Source: an optimization exercise on an open RTL-to-GDS flow (aim: small area). Production flows keep margins and buffers that such runs may drop.
The RTL was checked by simulation tests, not by an equivalence proof against the original design.
No driver is modelled on the clock port, so clock power and skew are understated where the tree is cut down; a real chip needs a root buffer or a tree.
Power and IR drop assume default switching activity.

Setup of the previous run:
==> flow/design.v <==
module fifo
#(
    parameter int fifo_depth = 4,
    parameter int fifo_width = 32
)
(
    input logic                    clk,
    input logic                    reset,
    input logic                    push,
    input logic                    pop,
    input logic [fifo_width-1:0]   data_in,
    output logic                   fifo_full,
    output logic                   fifo_empty,
    output logic [fifo_width-1:0]  data_out
);
    logic [fifo_width-1:0] mem0, mem1, mem2, mem3;
    logic [1:0] nsel;
    logic       nonempty;
    logic [3:0] rsel;
    logic do_push, do_pop, do_push_n;
    logic chg, up;
    fifo_and2  u_rsel0 (.a(nsel[1]),  .b(nsel[0]),  .y(rsel[0]));
    fifo_and2b u_rsel1 (.a_n(nsel[0]), .b(nsel[1]), .y(rsel[1]));
    fifo_and2b u_rsel2 (.a_n(nsel[1]), .b(nsel[0]), .y(rsel[2]));
    fifo_nor2  u_rsel3 (.a(nsel[1]),  .b(nsel[0]),  .y(rsel[3]));
    assign fifo_empty = !nonempty;
    assign fifo_full  = nonempty && rsel[3];
    assign do_push_n = !push || fifo_full;
    fifo_inv u_push (.a(do_push_n), .y(do_push));
    assign do_pop  = pop && nonempty;
    always_ff @(posedge clk) begin
        if (do_push) begin
            mem0 <= data_in;
            mem1 <= mem0;
            mem2 <= mem1;
            mem3 <= mem2;
        end
    end
    assign chg = do_push ^ do_pop;
    assign up  = do_pop;
    always_ff @(posedge clk or posedge reset) begin
        if (reset) begin
            nsel     <= 2'd0;
            nonempty <= 1'b0;
        end else if (chg) begin
            nsel[0]  <= !nsel[0];
            nsel[1]  <= nsel[1] ^ (up ~^ nsel[0]);
            nonempty <= !(up && rsel[0]);
        end
    end
    for (genvar i = 0; i < fifo_width; i++) begin : g_rd
        fifo_rdbit u_rd (
            .sel(rsel),
            .d({mem3[i], mem2[i], mem1[i], mem0[i]}),
            .q(data_out[i])
        );
    end
endmodule
module fifo_rdbit (
    input  logic [3:0] sel,
    input  logic [3:0] d,
    output logic       q
);
    logic n3, n1;
    fifo_aoi3  u_a (.s(sel[2:0]), .d(d[2:0]), .y(n3));
    fifo_nand2 u_b (.a(sel[3]), .b(d[3]), .y(n1));
    fifo_nand2 u_c (.a(n3), .b(n1), .y(q));
endmodule
module fifo_aoi3 (
    input  logic [2:0] s,
    input  logic [2:0] d,
    output logic       y
);
    assign y = ~|(s & d);
endmodule
module fifo_nand2 (
    input  logic a,
    input  logic b,
    output logic y
);
    assign y = ~(a & b);
endmodule
module fifo_and2 (
    input  logic a,
    input  logic b,
    output logic y
);
    assign y = a & b;
endmodule
module fifo_and2b (
    input  logic a_n,
    input  logic b,
    output logic y
);
    assign y = !a_n & b;
endmodule
module fifo_nor2 (
    input  logic a,
    input  logic b,
    output logic y
);
    assign y = !(a | b);
endmodule
module fifo_inv (
    input  logic a,
    output logic y
);
    assign y = !a;
endmodule
==> flow/config.mk <==
export PLATFORM = sky130hd
export DESIGN_NAME = fifo
export DESIGN_NICKNAME = fifo
export VERILOG_FILES = /design/flow/design.v
export SDC_FILE = /design/flow/constraint.sdc
export NUM_CORES = 4
export LEC_CHECK = 0
export CAP_MARGIN = 20
export CORE_MARGIN = 2
export CORE_UTILIZATION = 40
export SLEW_MARGIN = 20
export SYNTH_HIERARCHICAL = 1
export SYNTH_MINIMUM_KEEP_SIZE = 0
==> flow/constraint.sdc <==
create_clock -name core_clock -period 5.0 [get_ports {clk}]
set_input_delay 1.0000 -clock core_clock [delete_from_list [all_inputs] [get_ports {clk}]]
set_output_delay 1.0000 -clock core_clock [all_outputs]
set_load 0.01 [all_outputs]
standard.sh (not shown) runs the stock make flow with config.mk's settings and CLKGATE_MAP_FILE= SYNTH_SCRIPT=/design/flow/synth_recipe.tcl, a recipe that flattens the netlist after the stock synthesis.
==> flow/flow/run.sh <==
#!/bin/bash
# Own layout flow: the standard synthesis and layout, with the smallest
# buffer on the ports and a hand-built clock tree (flow/mcts.tcl) in place
# of TritonCTS, and smaller drive strengths where the loads allow
# (flow/downsize.tcl).
set -euo pipefail
WORK=$(pwd)

bash standard.sh synth > "$WORK/make_synth.log" 2>&1

export MCTS_LEAVES=${MCTS_LEAVES:-4}
export MCTS_LEAF_CELL=${MCTS_LEAF_CELL:-sky130_fd_sc_hd__clkbuf_16}
export MCTS_ROOT_CELL=${MCTS_ROOT_CELL:-}
bash standard.sh \
  "BUFFER_PORTS_ARGS=-buffer_cell sky130_fd_sc_hd__buf_1" \
  "PRE_CTS_TCL=$WORK/flow/mcts.tcl" \
  "POST_CTS_TCL=$WORK/flow/downsize.tcl" \
  finish > "$WORK/make_finish.log" 2>&1
Other scripts of this flow, unchanged in this note and not shown: flow/flow/downsize.tcl, flow/flow/mcts.tcl
Changes in the current run relative to the previous run:
==> flow/design.v <==
module fifo
#(
    parameter int fifo_depth = 4,
    parameter int fifo_width = 32
)
(
    input logic                    clk,
    input logic                    reset,
    input logic                    push,
    input logic                    pop,
    input logic [fifo_width-1:0]   data_in,
    output logic                   fifo_full,
    output logic                   fifo_empty,
    output logic [fifo_width-1:0]  data_out
);
    logic [fifo_width-1:0] mem0, mem1, mem2, mem3;
    logic [1:0] nsel;
    logic       nonempty;
    logic [3:0] rsel;
    logic do_push, do_pop;
    assign fifo_empty = !nonempty;
    assign fifo_full  = nonempty && (nsel == 2'd0);
    assign do_push = push && !fifo_full;
    assign do_pop  = pop && nonempty;
    always_ff @(posedge clk) begin
        if (do_push) begin
            mem0 <= data_in;
            mem1 <= mem0;
            mem2 <= mem1;
            mem3 <= mem2;
        end
    end
    logic chg, up;
    assign chg = do_push ^ do_pop;
    assign up  = do_pop;
    always_ff @(posedge clk or posedge reset) begin
        if (reset) begin
            nsel     <= 2'd0;
            nonempty <= 1'b0;
        end else if (chg) begin
            nsel[0]  <= !nsel[0];
            nsel[1]  <= nsel[1] ^ (up ~^ nsel[0]);
            nonempty <= !(up && nsel == 2'd3);
        end
    end
    assign rsel[0] = (nsel == 2'd3);
    assign rsel[1] = (nsel == 2'd2);
    assign rsel[2] = (nsel == 2'd1);
    assign rsel[3] = (nsel == 2'd0);
    for (genvar i = 0; i < fifo_width; i++) begin : g_rd
        fifo_rdbit u_rd (
            .sel(rsel),
            .d({mem3[i], mem2[i], mem1[i], mem0[i]}),
            .q(data_out[i])
        );
    end
endmodule
module fifo_rdbit (
    input  logic [3:0] sel,
    input  logic [3:0] d,
    output logic       q
);
    logic n3, n1;
    fifo_aoi3  u_a (.s(sel[2:0]), .d(d[2:0]), .y(n3));
    fifo_nand2 u_b (.a(sel[3]), .b(d[3]), .y(n1));
    fifo_nand2 u_c (.a(n3), .b(n1), .y(q));
endmodule
module fifo_aoi3 (
    input  logic [2:0] s,
    input  logic [2:0] d,
    output logic       y
);
    assign y = ~|(s & d);
endmodule
module fifo_nand2 (
    input  logic a,
    input  logic b,
    output logic y
);
    assign y = ~(a & b);
endmodule
Results
No stage failed in the current run, and the final checks on the layout all came back clean. Routed wire length, the current run vs the previous run: up by a little under 10%. The current run vs the previous run — synthesized instance count rose 7. Weighted congestion at the end of routability-driven global placement shrinks by a few percent when moving from the previous run to the current run. met1 routing resource usage after global routing in the current run is 1.2 points higher than in the previous run. Against the previous run, the current run comes in 1.0 points higher on relative contribution of sequential cells to total power.
No run of this note takes its clock network from TritonCTS; it comes from the design's own scripts or RTL.


Another version of the RTL of fifo (not shown whole).
For scale: roughly 250 cells after synthesis, roughly 70 I/O pins, roughly 0.0046 mm^2 of cells after synthesis.
==> module fifo, before the edit <==
module fifo
#(
    parameter int fifo_depth = 4,
    parameter int fifo_width = 32
)
(
    input logic                    clk,
    input logic                    reset,
    input logic                    push,
    input logic                    pop,
    input logic [fifo_width-1:0]   data_in,
    output logic                   fifo_full,
    output logic                   fifo_empty,
    output logic [fifo_width-1:0]  data_out
);
    logic [fifo_width-1:0] mem0, mem1, mem2, mem3;
    logic [1:0] nsel;
    logic       nonempty;
    logic [3:0] rsel_n;
    logic do_push, do_pop, do_push_n;
    logic chg, up;
    fifo_nand2  u_rsel0 (.a(nsel[1]),   .b(nsel[0]), .y(rsel_n[0]));
    fifo_nand2b u_rsel1 (.a_n(nsel[0]), .b(nsel[1]), .y(rsel_n[1]));
    fifo_nand2b u_rsel2 (.a_n(nsel[1]), .b(nsel[0]), .y(rsel_n[2]));
    fifo_or2    u_rsel3 (.a(nsel[1]),   .b(nsel[0]), .y(rsel_n[3]));
    assign fifo_empty = !nonempty;
    assign fifo_full  = nonempty && !rsel_n[3];
    assign do_push_n = !push || fifo_full;
    fifo_inv u_push (.a(do_push_n), .y(do_push));
    assign do_pop  = pop && nonempty;
    always_ff @(posedge clk) begin
        if (do_push) begin
            mem0 <= data_in;
            mem1 <= mem0;
            mem2 <= mem1;
            mem3 <= mem2;
        end
    end
    assign chg = do_push ^ do_pop;
    assign up  = do_pop;
    always_ff @(posedge clk or posedge reset) begin
        if (reset) begin
            nsel     <= 2'd0;
            nonempty <= 1'b0;
        end else if (chg) begin
            nsel[0]  <= !nsel[0];
            nsel[1]  <= nsel[1] ^ (up ~^ nsel[0]);
            nonempty <= !(up && !rsel_n[0]);
        end
    end
    for (genvar i = 0; i < fifo_width; i++) begin : g_rd
        fifo_rdbit u_rd (
            .sel_n(rsel_n),
            .d({mem3[i], mem2[i], mem1[i], mem0[i]}),
            .q(data_out[i])
        );
    end
endmodule
export LEC_CHECK = 0
export CAP_MARGIN = 20
export CORE_MARGIN = 2
export CORE_UTILIZATION = 40
export SLEW_MARGIN = 20
export SYNTH_HIERARCHICAL = 1
export SYNTH_MINIMUM_KEEP_SIZE = 0
create_clock -name core_clock -period 5.0 [get_ports {clk}]
Scripts as last shown in full above: flow/flow/run.sh
Other scripts of this flow, unchanged in this note and not shown: flow/flow/downsize.tcl, flow/flow/mcts.tcl
Next try:
--- a/flow/design.v
+++ b/flow/design.v
@@ -18,7 +18,6 @@
     logic       nonempty;
     logic [3:0] rsel_n;
     logic do_push, do_pop, do_push_n;
-    logic chg, up;
     fifo_nand2  u_rsel0 (.a(nsel[1]),   .b(nsel[0]), .y(rsel_n[0]));
     fifo_nand2b u_rsel1 (.a_n(nsel[0]), .b(nsel[1]), .y(rsel_n[1]));
     fifo_nand2b u_rsel2 (.a_n(nsel[1]), .b(nsel[0]), .y(rsel_n[2]));
@@ -36,16 +35,16 @@
             mem3 <= mem2;
         end
     end
-    assign chg = do_push ^ do_pop;
-    assign up  = do_pop;
     always_ff @(posedge clk or posedge reset) begin
         if (reset) begin
             nsel     <= 2'd0;
             nonempty <= 1'b0;
-        end else if (chg) begin
-            nsel[0]  <= !nsel[0];
-            nsel[1]  <= nsel[1] ^ (up ~^ nsel[0]);
-            nonempty <= !(up && !rsel_n[0]);
+        end else if (do_push && !do_pop) begin
+            nsel     <= nsel - 2'd1;
+            nonempty <= 1'b1;
+        end else if (do_pop && !do_push) begin
+            nsel     <= nsel + 2'd1;
+            nonempty <= rsel_n[0];
         end
     end
     for (genvar i = 0; i < fifo_width; i++) begin : g_rd
=>
- global-route usage goes down by 0.16 points
- sequential share of layout area hardly moves
- routed wire length goes down by a few percent
- setup slack is worse by 0.53 ns
- critical path depth goes up by 1
- core utilization goes up by 0.18 points
- design area is about the same
- clock power barely changes
- worst hold slack is about the same
No run of this note takes its clock network from TritonCTS; it comes from the design's own scripts or RTL.

==> port drivers added, routing unchanged <==
No port has a modelled driver above. Below, the same layouts with a new extraction and two added sets of constraints. Step 1: set_driving_cell puts a clkbuf_16 on clk and a buf_2 on each other input, an assumption about the parent block. Step 2 adds t to the input delays and takes it off the output delays; t is the mean of the earliest and latest rising clock arrival at the registers after step 1. Input paths then give back, and output paths get back, about the clock's delay inside the block. a / b / c = no drivers / after step 1 / after step 2; a / b = the first two.
run | shift t [ns] | slack for setup (ns) | cell pins on the clock port's net
the previous run | 0.245 | 1.310 / 1.233 / 1.479 | 4
the current run | 0.251 | 1.836 / 1.758 / 2.008 | 4
the first run of note 2 | 0.251 | 1.689 / 1.689 / 1.689 | 4
the second run of note 2 | 0.248 | 1.154 / 1.154 / 1.154 | 4
After both steps every run listed still meets setup and hold.
